This design comes from an exercise in tuning for small area on the open sky130 flow, not from production work.
Function was not checked in any run shown here: the RTL went through the layout flow alone.
Power figures rest on the tool's default switching activity, not on a simulated workload.

--- flow/design.v ---
module fa(input a, input b, input c, output s, output co);
	assign s = a ^ b ^ c;
	assign co = (a & b) | (a & c) | (b & c);
endmodule
module hac(input a, input b, output s, output co);
	assign s = ~(a ^ b);
	assign co = a | b;
endmodule
module dotc(input rst, input [7:0] x1, input [7:0] y1, input [7:0] x2, input [7:0] y2, output [16:0] o);
	wire [16:0] t;
	assign o = ~(t | {17{rst}});
	fa un1 (.a(~(x1[0] & y1[0])), .b(~(x2[0] & y2[0])), .c(1'b1), .s(n1), .co(n2));
	fa un3 (.a(~(x1[0] & y1[1])), .b(~(x1[1] & y1[0])), .c(~(x2[0] & y2[1])), .s(n3), .co(n4));
	fa un5 (.a(~(x2[1] & y2[0])), .b(n2), .c(n3), .s(n5), .co(n6));
	fa un7 (.a(~(x1[0] & y1[2])), .b(~(x1[1] & y1[1])), .c(~(x1[2] & y1[0])), .s(n7), .co(n8));
	fa un9 (.a(~(x2[0] & y2[2])), .b(~(x2[1] & y2[1])), .c(~(x2[2] & y2[0])), .s(n9), .co(n10));
	fa un11 (.a(n4), .b(n7), .c(n9), .s(n11), .co(n12));
	fa un13 (.a(n6), .b(n11), .c(1'b1), .s(n13), .co(n14));
	fa un15 (.a(~(x1[0] & y1[3])), .b(~(x1[1] & y1[2])), .c(~(x1[2] & y1[1])), .s(n15), .co(n16));
	fa un17 (.a(~(x1[3] & y1[0])), .b(~(x2[0] & y2[3])), .c(~(x2[1] & y2[2])), .s(n17), .co(n18));
	fa un19 (.a(~(x2[2] & y2[1])), .b(~(x2[3] & y2[0])), .c(n10), .s(n19), .co(n20));
	fa un21 (.a(n8), .b(n15), .c(n17), .s(n21), .co(n22));
	fa un23 (.a(n19), .b(n12), .c(n21), .s(n23), .co(n24));
	fa un25 (.a(n14), .b(n23), .c(1'b1), .s(n25), .co(n26));
	fa un27 (.a(~(x1[0] & y1[4])), .b(~(x1[1] & y1[3])), .c(~(x1[2] & y1[2])), .s(n27), .co(n28));
	fa un29 (.a(~(x1[3] & y1[1])), .b(~(x1[4] & y1[0])), .c(~(x2[0] & y2[4])), .s(n29), .co(n30));
	fa un31 (.a(~(x2[1] & y2[3])), .b(~(x2[2] & y2[2])), .c(~(x2[3] & y2[1])), .s(n31), .co(n32));
	fa un33 (.a(~(x2[4] & y2[0])), .b(n16), .c(n18), .s(n33), .co(n34));
	fa un35 (.a(n27), .b(n29), .c(n31), .s(n35), .co(n36));
	fa un37 (.a(n20), .b(n22), .c(n33), .s(n37), .co(n38));
	fa un39 (.a(n35), .b(n24), .c(n37), .s(n39), .co(n40));
	fa un41 (.a(n26), .b(n39), .c(1'b1), .s(n41), .co(n42));
	fa un43 (.a(~(x1[0] & y1[5])), .b(~(x1[1] & y1[4])), .c(~(x1[2] & y1[3])), .s(n43), .co(n44));
	fa un45 (.a(~(x1[3] & y1[2])), .b(~(x1[4] & y1[1])), .c(~(x1[5] & y1[0])), .s(n45), .co(n46));
	fa un47 (.a(~(x2[0] & y2[5])), .b(~(x2[1] & y2[4])), .c(~(x2[2] & y2[3])), .s(n47), .co(n48));
	fa un49 (.a(~(x2[3] & y2[2])), .b(~(x2[4] & y2[1])), .c(~(x2[5] & y2[0])), .s(n49), .co(n50));
	fa un51 (.a(n28), .b(n30), .c(n32), .s(n51), .co(n52));
	fa un53 (.a(n43), .b(n45), .c(n47), .s(n53), .co(n54));
	fa un55 (.a(n49), .b(n34), .c(n36), .s(n55), .co(n56));
	fa un57 (.a(n51), .b(n53), .c(n38), .s(n57), .co(n58));
	fa un59 (.a(n55), .b(n40), .c(n57), .s(n59), .co(n60));
	fa un61 (.a(n42), .b(n59), .c(1'b1), .s(n61), .co(n62));
	fa un63 (.a(~(x1[0] & y1[6])), .b(~(x1[1] & y1[5])), .c(~(x1[2] & y1[4])), .s(n63), .co(n64));
	fa un65 (.a(~(x1[3] & y1[3])), .b(~(x1[4] & y1[2])), .c(~(x1[5] & y1[1])), .s(n65), .co(n66));
	fa un67 (.a(~(x1[6] & y1[0])), .b(~(x2[0] & y2[6])), .c(~(x2[1] & y2[5])), .s(n67), .co(n68));
	fa un69 (.a(~(x2[2] & y2[4])), .b(~(x2[3] & y2[3])), .c(~(x2[4] & y2[2])), .s(n69), .co(n70));
	fa un71 (.a(~(x2[5] & y2[1])), .b(~(x2[6] & y2[0])), .c(n44), .s(n71), .co(n72));
	fa un73 (.a(n46), .b(n48), .c(n50), .s(n73), .co(n74));
	fa un75 (.a(n63), .b(n65), .c(n67), .s(n75), .co(n76));
	fa un77 (.a(n69), .b(n52), .c(n71), .s(n77), .co(n78));
	fa un79 (.a(n54), .b(n73), .c(n75), .s(n79), .co(n80));
	fa un81 (.a(n56), .b(n77), .c(n79), .s(n81), .co(n82));
	fa un83 (.a(n58), .b(n81), .c(n60), .s(n83), .co(n84));
	fa un85 (.a(~(x1[0] & y1[7])), .b(~(x1[1] & y1[6])), .c(~(x1[2] & y1[5])), .s(n85), .co(n86));
	fa un87 (.a(~(x1[3] & y1[4])), .b(~(x1[4] & y1[3])), .c(~(x1[5] & y1[2])), .s(n87), .co(n88));
	fa un89 (.a(~(x1[6] & y1[1])), .b(~(x1[7] & y1[0])), .c(~(x2[0] & y2[7])), .s(n89), .co(n90));
	fa un91 (.a(~(x2[1] & y2[6])), .b(~(x2[2] & y2[5])), .c(~(x2[3] & y2[4])), .s(n91), .co(n92));
	fa un93 (.a(~(x2[4] & y2[3])), .b(~(x2[5] & y2[2])), .c(~(x2[6] & y2[1])), .s(n93), .co(n94));
	fa un95 (.a(~(x2[7] & y2[0])), .b(n64), .c(n66), .s(n95), .co(n96));
	fa un97 (.a(n68), .b(n70), .c(n85), .s(n97), .co(n98));
	fa un99 (.a(n87), .b(n89), .c(n91), .s(n99), .co(n100));
	fa un101 (.a(n93), .b(n72), .c(n74), .s(n101), .co(n102));
	fa un103 (.a(n76), .b(n95), .c(n97), .s(n103), .co(n104));
	fa un105 (.a(n99), .b(n78), .c(n101), .s(n105), .co(n106));
	fa un107 (.a(n80), .b(n103), .c(n105), .s(n107), .co(n108));
	fa un109 (.a(n82), .b(n107), .c(n84), .s(n109), .co(n110));
	fa un111 (.a(~(x1[1] & y1[7])), .b(~(x1[2] & y1[6])), .c(~(x1[3] & y1[5])), .s(n111), .co(n112));
	fa un113 (.a(~(x1[4] & y1[4])), .b(~(x1[5] & y1[3])), .c(~(x1[6] & y1[2])), .s(n113), .co(n114));
	fa un115 (.a(~(x1[7] & y1[1])), .b(~(x2[1] & y2[7])), .c(~(x2[2] & y2[6])), .s(n115), .co(n116));
	fa un117 (.a(~(x2[3] & y2[5])), .b(~(x2[4] & y2[4])), .c(~(x2[5] & y2[3])), .s(n117), .co(n118));
	fa un119 (.a(~(x2[6] & y2[2])), .b(~(x2[7] & y2[1])), .c(n86), .s(n119), .co(n120));
	fa un121 (.a(n88), .b(n90), .c(n92), .s(n121), .co(n122));
	fa un123 (.a(n94), .b(n111), .c(n113), .s(n123), .co(n124));
	fa un125 (.a(n115), .b(n117), .c(n96), .s(n125), .co(n126));
	fa un127 (.a(n98), .b(n119), .c(n100), .s(n127), .co(n128));
	fa un129 (.a(n121), .b(n123), .c(n102), .s(n129), .co(n130));
	fa un131 (.a(n125), .b(n104), .c(n127), .s(n131), .co(n132));
	fa un133 (.a(n129), .b(n106), .c(n131), .s(n133), .co(n134));
	fa un135 (.a(n108), .b(n133), .c(n110), .s(n135), .co(n136));
	fa un137 (.a(~(x1[2] & y1[7])), .b(~(x1[3] & y1[6])), .c(~(x1[4] & y1[5])), .s(n137), .co(n138));
	fa un139 (.a(~(x1[5] & y1[4])), .b(~(x1[6] & y1[3])), .c(~(x1[7] & y1[2])), .s(n139), .co(n140));
	fa un141 (.a(~(x2[2] & y2[7])), .b(~(x2[3] & y2[6])), .c(~(x2[4] & y2[5])), .s(n141), .co(n142));
	fa un143 (.a(~(x2[5] & y2[4])), .b(~(x2[6] & y2[3])), .c(~(x2[7] & y2[2])), .s(n143), .co(n144));
	fa un145 (.a(n112), .b(n114), .c(n116), .s(n145), .co(n146));
	fa un147 (.a(n118), .b(n137), .c(n139), .s(n147), .co(n148));
	fa un149 (.a(n141), .b(n143), .c(n120), .s(n149), .co(n150));
	fa un151 (.a(n122), .b(n124), .c(n145), .s(n151), .co(n152));
	fa un153 (.a(n147), .b(n126), .c(n149), .s(n153), .co(n154));
	fa un155 (.a(n128), .b(n151), .c(n130), .s(n155), .co(n156));
	fa un157 (.a(n153), .b(n132), .c(n155), .s(n157), .co(n158));
	fa un159 (.a(n134), .b(n157), .c(n136), .s(n159), .co(n160));
	fa un161 (.a(~(x1[3] & y1[7])), .b(~(x1[4] & y1[6])), .c(~(x1[5] & y1[5])), .s(n161), .co(n162));
	fa un163 (.a(~(x1[6] & y1[4])), .b(~(x1[7] & y1[3])), .c(~(x2[3] & y2[7])), .s(n163), .co(n164));
	fa un165 (.a(~(x2[4] & y2[6])), .b(~(x2[5] & y2[5])), .c(~(x2[6] & y2[4])), .s(n165), .co(n166));
	fa un167 (.a(~(x2[7] & y2[3])), .b(n138), .c(n140), .s(n167), .co(n168));
	fa un169 (.a(n142), .b(n144), .c(n161), .s(n169), .co(n170));
	fa un171 (.a(n163), .b(n165), .c(n146), .s(n171), .co(n172));
	fa un173 (.a(n148), .b(n167), .c(n169), .s(n173), .co(n174));
	fa un175 (.a(n150), .b(n171), .c(n152), .s(n175), .co(n176));
	fa un177 (.a(n173), .b(n154), .c(n175), .s(n177), .co(n178));
	fa un179 (.a(n156), .b(n177), .c(n158), .s(n179), .co(n180));
	fa un181 (.a(~(x1[4] & y1[7])), .b(~(x1[5] & y1[6])), .c(~(x1[6] & y1[5])), .s(n181), .co(n182));
	fa un183 (.a(~(x1[7] & y1[4])), .b(~(x2[4] & y2[7])), .c(~(x2[5] & y2[6])), .s(n183), .co(n184));
	fa un185 (.a(~(x2[6] & y2[5])), .b(~(x2[7] & y2[4])), .c(n162), .s(n185), .co(n186));
	fa un187 (.a(n164), .b(n166), .c(n181), .s(n187), .co(n188));
	fa un189 (.a(n183), .b(n168), .c(n170), .s(n189), .co(n190));
	fa un191 (.a(n185), .b(n187), .c(n172), .s(n191), .co(n192));
	fa un193 (.a(n174), .b(n189), .c(n191), .s(n193), .co(n194));
	fa un195 (.a(n176), .b(n193), .c(n178), .s(n195), .co(n196));
	fa un197 (.a(~(x1[5] & y1[7])), .b(~(x1[6] & y1[6])), .c(~(x1[7] & y1[5])), .s(n197), .co(n198));
	fa un199 (.a(~(x2[5] & y2[7])), .b(~(x2[6] & y2[6])), .c(~(x2[7] & y2[5])), .s(n199), .co(n200));
	fa un201 (.a(n182), .b(n184), .c(n197), .s(n201), .co(n202));
	fa un203 (.a(n199), .b(n186), .c(n188), .s(n203), .co(n204));
	fa un205 (.a(n201), .b(n190), .c(n203), .s(n205), .co(n206));
	fa un207 (.a(n192), .b(n205), .c(n194), .s(n207), .co(n208));
	fa un209 (.a(~(x1[6] & y1[7])), .b(~(x1[7] & y1[6])), .c(~(x2[6] & y2[7])), .s(n209), .co(n210));
	fa un211 (.a(~(x2[7] & y2[6])), .b(n198), .c(n200), .s(n211), .co(n212));
	fa un213 (.a(n209), .b(n202), .c(n211), .s(n213), .co(n214));
	fa un215 (.a(n204), .b(n213), .c(n206), .s(n215), .co(n216));
	fa un217 (.a(~(x1[7] & y1[7])), .b(~(x2[7] & y2[7])), .c(n210), .s(n217), .co(n218));
	fa un219 (.a(n212), .b(n217), .c(n214), .s(n219), .co(n220));
	assign t[0] = n1;
	assign t[1] = n5;
	assign t[2] = n13;
	assign t[3] = n25;
	assign t[4] = n41;
	assign t[5] = n61;
	wire [10:0] x = {1'b1, n218, n219, n215, n207, n195, n179, n159, n135, n109, n83};
	wire [10:0] y = {1'b1, n220, n216, n208, n196, n180, n160, 1'b1, 1'b1, 1'b1, 1'b1};
	wire ci = n62;
	wire [10:0] s;
	assign t[16:6] = s;
	wire [11:0] g = {x & y, ci};
	wire [11:0] p = {x ^ y, 1'b0};
	wire [10:0] hp = x ^ y;
	wire G1 = g[1] | (p[1] & g[0]);
	wire P1 = p[1] & p[0];
	wire G2 = g[3] | (p[3] & g[2]);
	wire P2 = p[3] & p[2];
	wire G3 = g[5] | (p[5] & g[4]);
	wire P3 = p[5] & p[4];
	wire G4 = g[7] | (p[7] & g[6]);
	wire P4 = p[7] & p[6];
	wire G5 = g[9] | (p[9] & g[8]);
	wire P5 = p[9] & p[8];
	wire G6 = g[11] | (p[11] & g[10]);
	wire P6 = p[11] & p[10];
	wire G7 = G2 | (P2 & G1);
	wire P7 = P2 & P1;
	wire G8 = G4 | (P4 & G3);
	wire P8 = P4 & P3;
	wire G9 = G6 | (P6 & G5);
	wire P9 = P6 & P5;
	wire G10 = G8 | (P8 & G7);
	wire P10 = P8 & P7;
	wire G11 = G9 | (P9 & G10);
	wire P11 = P9 & P10;
	wire G12 = G3 | (P3 & G7);
	wire P12 = P3 & P7;
	wire G13 = G5 | (P5 & G10);
	wire P13 = P5 & P10;
	wire G14 = g[2] | (p[2] & G1);
	wire P14 = p[2] & P1;
	wire G15 = g[4] | (p[4] & G7);
	wire P15 = p[4] & P7;
	wire G16 = g[6] | (p[6] & G12);
	wire P16 = p[6] & P12;
	wire G17 = g[8] | (p[8] & G10);
	wire P17 = p[8] & P10;
	wire G18 = g[10] | (p[10] & G13);
	wire P18 = p[10] & P13;
	assign s[0] = hp[0] ^ g[0];
	assign s[1] = hp[1] ^ G1;
	assign s[2] = hp[2] ^ G14;
	assign s[3] = hp[3] ^ G7;
	assign s[4] = hp[4] ^ G15;
	assign s[5] = hp[5] ^ G12;
	assign s[6] = hp[6] ^ G16;
	assign s[7] = hp[7] ^ G10;
	assign s[8] = hp[8] ^ G17;
	assign s[9] = hp[9] ^ G13;
	assign s[10] = hp[10] ^ G18;
endmodule
module p_1d(
	input clk, input rst,
	input [0:7] a_11, input [0:7] b_11,
	input [0:7] a_12, input [0:7] b_12,
	input [0:7] a_21, input [0:7] b_21,
	input [0:7] a_22, input [0:7] b_22,
	output [0:16] c_11,
	output [0:16] c_12,
	output [0:16] c_21,
	output [0:16] c_22
	);
	wire [16:0] t_11, t_12, t_21, t_22;
	reg [0:16] r_11, r_12, r_21, r_22;
	assign c_11 = r_11;
	assign c_12 = r_12;
	assign c_21 = r_21;
	assign c_22 = r_22;
	dotc d_11 (rst, a_11, b_11, a_12, b_21, t_11);
	dotc d_12 (rst, a_11, b_12, a_12, b_22, t_12);
	dotc d_21 (rst, a_21, b_11, a_22, b_21, t_21);
	dotc d_22 (rst, a_21, b_12, a_22, b_22, t_22);
	always @(posedge clk) begin
		r_11 <= t_11;
		r_12 <= t_12;
		r_21 <= t_21;
		r_22 <= t_22;
	end
endmodule
--- flow/flow/run.sh ---
#!/bin/bash
# Own layout flow: the standard flow (standard.sh, unchanged synthesis)
# with smaller port buffers, a leaner clock tree (no dummy loads) and area
# recovery on paths with slack. The make output goes to flow_standard.log;
# ORFS keeps each step's own log under orfs/logs/.
set -euo pipefail
bash standard.sh \
  "BUFFER_PORTS_ARGS=-buffer_cell sky130_fd_sc_hd__buf_1" \
  "CTS_ARGS=-sink_clustering_enable -repair_clock_nets -sink_clustering_size 30 -sink_clustering_max_diameter 100 -buf_list {sky130_fd_sc_hd__clkbuf_4 sky130_fd_sc_hd__clkbuf_8} -dont_use_dummy_load" \
  RECOVER_POWER=100 REMOVE_ABC_BUFFERS=1 \
  finish > flow_standard.log 2>&1
--- flow/standard.sh ---
#!/bin/bash
# synth_recipe.tcl (not shown) runs the flow's synth.tcl, then flattens the netlist and writes it again
# the make line also repeats each setting of config.mk as NAME=value (left out here)
make -C /OpenROAD-flow-scripts/flow DESIGN_CONFIG=/design/flow/config.mk WORK_HOME=/design/flow/orfs CLKGATE_MAP_FILE= SYNTH_SCRIPT=/design/flow/synth_recipe.tcl "${@:-finish}"
--- flow/config.mk ---
export PLATFORM = sky130hd
export DESIGN_NAME = p_1d
export DESIGN_NICKNAME = p_1d
export VERILOG_FILES = /design/flow/design.v
export SDC_FILE = /design/flow/constraint.sdc
export NUM_CORES = 4
export LEC_CHECK = 0
export CAP_MARGIN = 0
export CORE_MARGIN = 2
export CORE_UTILIZATION = 75
export CTS_BUF_LIST = sky130_fd_sc_hd__clkbuf_4 sky130_fd_sc_hd__clkbuf_8
export CTS_CLUSTER_DIAMETER = 100
export CTS_CLUSTER_SIZE = 30
export GPL_TIMING_DRIVEN = 0
export SLEW_MARGIN = 0
export SYNTH_HIERARCHICAL = 1
--- flow/constraint.sdc ---
create_clock -name core_clock -period 7.0 [get_ports {clk}]
set_input_delay 1.4000 -clock core_clock [delete_from_list [all_inputs] [get_ports {clk}]]
set_output_delay 1.4000 -clock core_clock [all_outputs]
set_load 0.01 [all_outputs]
==> results of run 1 <==
## modules after synthesis, one instance, submodules excluded
module | copies in the design | cells inside | flip-flops and latches | area [um2]
dotc | 4 | 213 | 0 | 988.4
fa | 440 | 1 | 0 | 20.02
p_1d | 1 | 68 | 68 | 1361
## report_power, final
| part | switching, W | total [W] | internal (W) | leakage (nW) |
|---|---|---|---|---|
| Clock | 0.000158 | 0.000273 | 0.000115 | 0.0647 |
| Combinational | 0.00340 | 0.00650 | 0.00309 | 4.88 |
| Sequential | 0.0000339 | 0.000633 | 0.000599 | 0.566 |
| Total | 0.00359 | 0.00740 | 0.00381 | 5.51 |
## logic make-up (layout without fill, tap and decap cells)
kind of cell | after synthesis | count (layout) | share of synthesized area [%]
AND/OR/NAND/NOR | 596 | 596 | 16.65
adder cells (fa/ha/maj) | 484 | 484 | 66.90
buffers and inverters | 172 | 184 | 4.571
flip-flops | 68 | 68 | 9.639
AO/OA/AOI/OAI | 20 | 20 | 1.134
XOR/XNOR | 16 | 16 | 0.9922
other | 4 | 20 | 0.1063
## area by class of cell
cell class / count / area [um2]
fill: 1183 / 3618
inverter: 40 / 150.1
timing repair buffer: 135 / 828.3
sequential: 68 / 1361
multi-input combinational: 1136 / 12210
tap: 234 / 292.8
clock buffer: 9 / 123.9
## flip-flops by register name, indices dropped and copies added, names as in the netlist
signal	count
r_22	17
r_11	17
r_12	17
r_21	17
## cells in the mapped netlist
master | instances | area, um2
a21boi_1 | 4 | 30.03
a21oi_1 | 8 | 40.04
a311oi_2 | 4 | 60.06
clkbuf_1 | 132 | 495.5
conb_1 | 4 | 15.01
dfxtp_1 | 68 | 1361
fa_1 | 452 | 9049
ha_1 | 32 | 400.4
inv_1 | 40 | 150.1
nand2_1 | 516 | 1937
nor2_1 | 44 | 165.2
nor2b_1 | 32 | 200.2
nor3b_2 | 4 | 50.05
o21a_1 | 4 | 30.03
xnor2_1 | 12 | 105.1
xor2_1 | 4 | 35.03
## placed cells by master, fill, tap and decap left out
| master | instances |
|---|---|
| nor2b_1 | 32 |
| clkdlybuf4s15_2 | 1 |
| nor3b_2 | 4 |
| clkbuf_8 | 9 |
| a21boi_2 | 3 |
| buf_2 | 12 |
| fa_1 | 445 |
| o21a_1 | 4 |
| clkdlybuf4s18_2 | 1 |
| buf_8 | 4 |
| buf_12 | 1 |
| a21boi_1 | 1 |
| clkbuf_1 | 1 |
| a311oi_2 | 4 |
| clkbuf_2 | 5 |
| buf_4 | 4 |
| xnor2_1 | 12 |
| xor2_1 | 4 |
| inv_1 | 40 |
| a21oi_1 | 8 |
| conb_1 | 20 |
| dfxtp_1 | 68 |
| clkbuf_4 | 12 |
| buf_1 | 72 |
| nor2_1 | 44 |
| buf_6 | 22 |
| ha_1 | 32 |
| nand2_1 | 516 |
| fa_2 | 7 |
## through the flow
step / power (W) / TNS (ps) / utilization (%)
final: 0.007401 / 0 / 80.53
after global routing: 0.008390 / 0 / 80.53
after CTS: 0.007332 / 0 / 80.16
after detailed placement: 0.006966 / -18590 / 78.05
after global placement: 0.006701 / -19550 / 77.93
after floorplan: 0.005490 / 0 / -
## per-layer routing
layer | vias to the layer above | routed length (um) | track usage [%]
li1 | 4008 | - | -
met1 | 5091 | 12370 | 54.64
met2 | 732 | 15840 | 57.64
met3 | 77 | 4546 | 9.273
met4 | 0 | 755 | 10.05
met5 | - | 0 | 0
## final timing paths
path | startpoint | to | slack, ps | cells after the start
max | b_21[0] | r_21[3] | 140 | 15
min | rst | r_22[12] | 1500 | 2
## timing repair
item | CTS | global route
setup endpoints to repair | 24 | 14
gates resized for setup | 191 | 95
pin swaps | 1 | 8
buffers inserted | 0 | 1
==> metrics.md, run 1 <==
| Metric | Value |
|---|---|
| CTS Hold Bufs | 0 |
| Synth unique cells | 16 |
| Num CTS Buffers | 9 |
| Min cycle time layout | 6859 ps |
| FMAX | 0.1458 GHz |
| Setup violators final | 0 |
| Gr usage total | 37.29% |
| DR WL/cell | 20.67 um |
| CP cell instances | clkbuf_1 -> nand2_1 -> fa_1 -> fa_1 -> fa_1 -> fa_1 -> fa_1 -> fa_2 -> fa_1 -> ha_1 -> a21boi_2 -> a311oi_2 -> clkbuf_4 -> fa_1 -> nor2b_1 |
| Max-cap check violation count | 0 |
| Initial antenna violation count | 0 |
| Crit path max-delay family | adder cells |
| Final worst-path setup slack | 141.3 ps |
| Clock Sinks | 68 |
| Routability cong. | 0.8789 |
| Leak pwr | 5.512 nW |
| Run status | finished clean |
| Register area share after synthesis | 9.639% |
| DR DRC count | 0 |
| Fin cells | 1622 |
| Final Cycle Share | 97.98% |
| Worst Hold Class | input pin to flop |
| Crit path DAT | 7090 ps |
| 1st-iter DRT viols | 838 |
| Slew @ Worst Pin | 994.6 ps |
| Vias | 9908 |
| Largest net degree at the start of global routing | 43 |
| Synthesis-to-layout area growth | 5.935% |
| CTS tree | built |
| Initial Utilization | 76.01% |
| Core ar. | 18580 um2 |
| Clk buf depth | 2 |
| CP required | 7230 ps |
| Area post-placement | 14500 um2 |
| CP max-delay cell | clkbuf_1 |
| Final net count | 1940 |
| Vias in the first global route | 11035 |
| Post-route design area | 14960 um2 |
| Port Buffers | 133 |
| Pre-CTS setup slack | -1019 ps |
| CP peak stage delay | 690 ps |
| Max-slew headroom | 33.69% |
| I/O Pins | 134 |
| DR vias/cell | 6.109 |
| Unrepaired setup endpoints after global routing | false |
| Global-route wire length before repair | 56260 um |
| # rows | 50 |
| Inst Count DP | 1612 |
| Layout cells sized above 1 | 6.412% |
| Die ar. | 19940 um2 |
| CTS clk-pin slew, worst paths | 100 ps |
| Hold Violations, Final | 0 |
| CTS root buffer | clkbuf_8 |
| Setup Crit Path Kind | input pin to flop |
| Avg Inst Size Synth | 10.38 um2 |
| Post-synthesis cell count | 1360 |
| DRT Wirelength | 33520 um |
| Synth Register Bits | 68 |
| Crit. End Element | flop |
| HPWL after DPL | 24010 um |
| CP startpoint kind | input pin |
| Diodes inserted | 0 |
| Grt ovf | 0 |
| Crit Path Max Fanout | 16 |
| Power per cell area | 494.7 nW/um2 |
| H-tree depth | 3 |
| DRT antenna net count | 0 |
| Synthesized area | 14120 um2 |
| CP bufs+invs | 2 |
| Die Y | 141.2 um |
| First-pass detailed-route iteration total | 6 |
| Die W | 141.2 um |
| Most used cell, CP | fa_1 |
| VDD IR max | 0.5205 mV |
| Fin Hold WS | 1500 ps |
| Slew Viols, Final | 0 |
| Syn. warnings | 227 |
==> run 2, diff against run 1 <==
--- a/flow/config.mk
+++ b/flow/config.mk
@@ -7,7 +7,7 @@
 export LEC_CHECK = 0
 export CAP_MARGIN = 0
 export CORE_MARGIN = 2
-export CORE_UTILIZATION = 75
+export CORE_UTILIZATION = 60
 export CTS_BUF_LIST = sky130_fd_sc_hd__clkbuf_4 sky130_fd_sc_hd__clkbuf_8
 export CTS_CLUSTER_DIAMETER = 100
 export CTS_CLUSTER_SIZE = 30
==> metrics.md, run 2 <==
| Metric | Value |
|---|---|
| Port Buffers | 133 |
| Most used cell, CP | fa_1 |
| Commonest cells after routing, fill and taps aside | nand2_1, fa_1, buf_1 |
| HPWL after DPL | 24470 um |
| Min cycle time layout | 6844 ps |
| Max-cap check violation count | 0 |
| Share of the synthesized area in the top cell type | 64.07% |
| Die ar. | 24780 um2 |
| FMAX | 0.1461 GHz |
| CTS root buffer | clkbuf_8 |
| CTS Hold Bufs | 0 |
| Final net count | 1943 |
| Grt ovf | 0 |
| Hold Violations, Final | 0 |
| Synth unique cells | 16 |
| Inst Count DP | 1697 |
| Clock Sinks | 68 |
| Async set-or-reset flop fraction in the synthesized netlist | 0% |
| Gr usage total | 29.94% |
| Power per cell area | 493.8 nW/um2 |
| Routability cong. | 0.8299 |
| Register area share after synthesis | 9.639% |
| Diodes inserted | 0 |
| 1st-iter DRT viols | 661 |
| Post-synthesis cell count | 1360 |
| Synth area leader | fa_1 |
| Avg Inst Size Synth | 10.38 um2 |
| Pre-CTS setup slack | -1071 ps |
| Crit Path Max Fanout | 16 |
| Num CTS Buffers | 9 |
| Crit path max-delay family | adder cells |
| Core ar. | 23260 um2 |
| Final Cycle Share | 97.77% |
| Setup violators final | 0 |
| Most numerous cell in the Yosys netlist | nand2_1 |
| Largest net degree at the start of global routing | 38 |
| Max-slew headroom | 34.40% |
| Synthesis-to-layout area growth | 6.981% |
| Slew @ Worst Pin | 983.9 ps |
| CP startpoint kind | input pin |
| Setup Crit Path Kind | input pin to flop |
| Synthesized area | 14120 um2 |
| Synth Register Bits | 68 |
| Clk buf depth | 2 |
| CP cell instances | buf_2 -> nand2_1 -> fa_1 -> fa_1 -> fa_1 -> fa_1 -> fa_1 -> fa_1 -> fa_2 -> fa_1 -> ha_1 -> a21boi_2 -> a311oi_2 -> o21a_1 -> fa_1 -> nor2b_1 |
| Commonest non-fill, non-tap cell in the layout | nand2_1 |
| Run status | finished clean |
| Post-synth top cells | nand2_1, fa_1, clkbuf_1 |
| Slew Viols, Final | 0 |
| H-tree depth | 3 |
| Setup_tns | 0 ps |
| I/O Pins | 134 |
| Total power | 0.007461 W |
| Global-route wire length before repair | 55190 um |
| Die Y | 157.4 um |
| Final worst-path setup slack | 155.9 ps |
| Syn. warnings | 227 |
| CP peak stage delay | 580 ps |
| Layout cells sized above 1 | 6.542% |
| CP required | 7240 ps |
| CP bufs+invs | 1 |
| DRT antenna net count | 0 |
| CTS tree | built |
| Main area contributors after synthesis | fa_1, nand2_1, dfxtp_1, clkbuf_1, ha_1 |
| CTS clk-pin slew, worst paths | 90 ps |
| First-pass detailed-route iteration total | 5 |
| Vias in the first global route | 10168 |
| DR DRC count | 0 |
| Vias | 9619 |
| Worst Hold Class | input pin to flop |
| DR WL/cell | 19.66 um |
| Most used DFF post-synth | dfxtp_1 |
| Die W | 157.4 um |
| DR vias/cell | 5.625 |
| Post-synth EDFFs | 0 |
| Fin cells | 1710 |
| Initial antenna violation count | 0 |
| Initial Utilization | 60.71% |
| VDD IR max | 0.5109 mV |
| Leak pwr | 5.529 nW |
| CP max-delay cell | fa_1 |
| Fillers | 1992 |
| Crit. End Element | flop |
| DRT Wirelength | 33630 um |
| Crit path DAT | 7080 ps |
| # rows | 56 |
-- run 2: cell counts after synthesis --
No cell type changed its count.
-- run 2: worst paths after layout --
kind / slack [ps] / from / cells after the start / to
hold / removal: 1510 / a_22[6] / 4 / r_22[15]
setup / recovery: 160 / b_11[2] / 16 / r_21[1]
-- run 2: area by class of cell --
cell class / count / area [um2] / share of cell area [%]
sequential: 68 / 1361 / 9.010
timing repair buffer: 138 / 863.3 / 5.714
inverter: 40 / 150.1 / 0.9937
tap: 319 / 399.1 / 2.642
multi-input combinational: 1136 / 12210 / 80.82
clock buffer: 9 / 123.9 / 0.8198
-- run 2: stage by stage --
stage / hold WS, ps / cell area, um2 / util [%]
after global placement: 1786 / 14590 / 62.70
after CTS: 1532 / 15010 / 64.52
after global routing: 1530 / 15110 / 64.95
after floorplan: 1472 / 13690 / -
final: 1513 / 15110 / 64.95
after detailed placement: 1785 / 14610 / 62.80
-- run 2: Yosys stat by module, one instance, submodules excluded --
module / copies in the design / area [um2] / cells / flip-flops and latches
fa: 440 / 20.02 / 1 / 0
p_1d: 1 / 1361 / 68 / 68
dotc: 4 / 988.4 / 213 / 0
-- run 2: where the power goes --
part	internal, W	total (W)	switching (W)	leakage [nW]
Combinational	0.00320	0.00656	0.00336	4.90
Sequential	0.000599	0.000631	0.0000317	0.566
Clock	0.000115	0.000275	0.000159	0.0647
-- run 2: timing repair --
action,in CTS,in global routing
setup endpoints to repair,24,15
gates resized for setup,198,91
buffers inserted,0,4
pin swaps,2,6
-- run 2: cell families (layout without fill, tap and decap cells) --
| logic type | after synthesis | in the layout | synth area share (%) |
|---|---|---|---|
| buffers and inverters | 172 | 187 | 4.571 |
| AOI/OAI and AO/OA | 20 | 20 | 1.134 |
| other | 4 | 20 | 0.1063 |
| DFF | 68 | 68 | 9.639 |
| adders and majority gates | 484 | 484 | 66.90 |
| and+or+nand+nor | 596 | 596 | 16.65 |
| xor gates and xnor gates | 16 | 16 | 0.9922 |
-- run 2: per-layer routing --
layer	vias to the layer above	wire (um)	track usage, %
li1	4018	-	-
met1	5081	14450	46.10
met2	497	15160	44.33
met3	23	3478	6.883
met4	0	538	6.190
met5	-	0	0

-- port drivers added, routing unchanged --
How much do the figures lean on ideal ports? The routed layouts below were timed once more, with nothing changed but the port constraints.
Step 1, drivers: a clkbuf_16 drives clk and a buf_2 each remaining input, both assumed.
Step 2 moves the port delays by t, midway between the first and last clock arrival at a register: inputs arrive t later, outputs are due t later. That takes back most of the time a late clock gives input paths.
Slacks: no drivers / after step 1 / after step 2; pairs: no drivers / after step 1.
run | shift t [ns] | setup slack, ns | hold slack, ns | worst setup path at the end | clock arrival spread, ns
run 1 | 0.413 | 0.141 / 0.154 / -0.259 | 1.500 / 1.476 / 1.794 | input to register | 0.028 / 0.028
run 2 | 0.409 | 0.156 / 0.170 / -0.239 | 1.513 / 1.504 / 1.794 | input to register | 0.027 / 0.027
With both steps, setup timing fails in run 1 and run 2, where it was met with ideal ports. For run 1, which loses most, drivers alone change the setup slack by +0.013 ns; drivers and shift together by -0.400 ns.
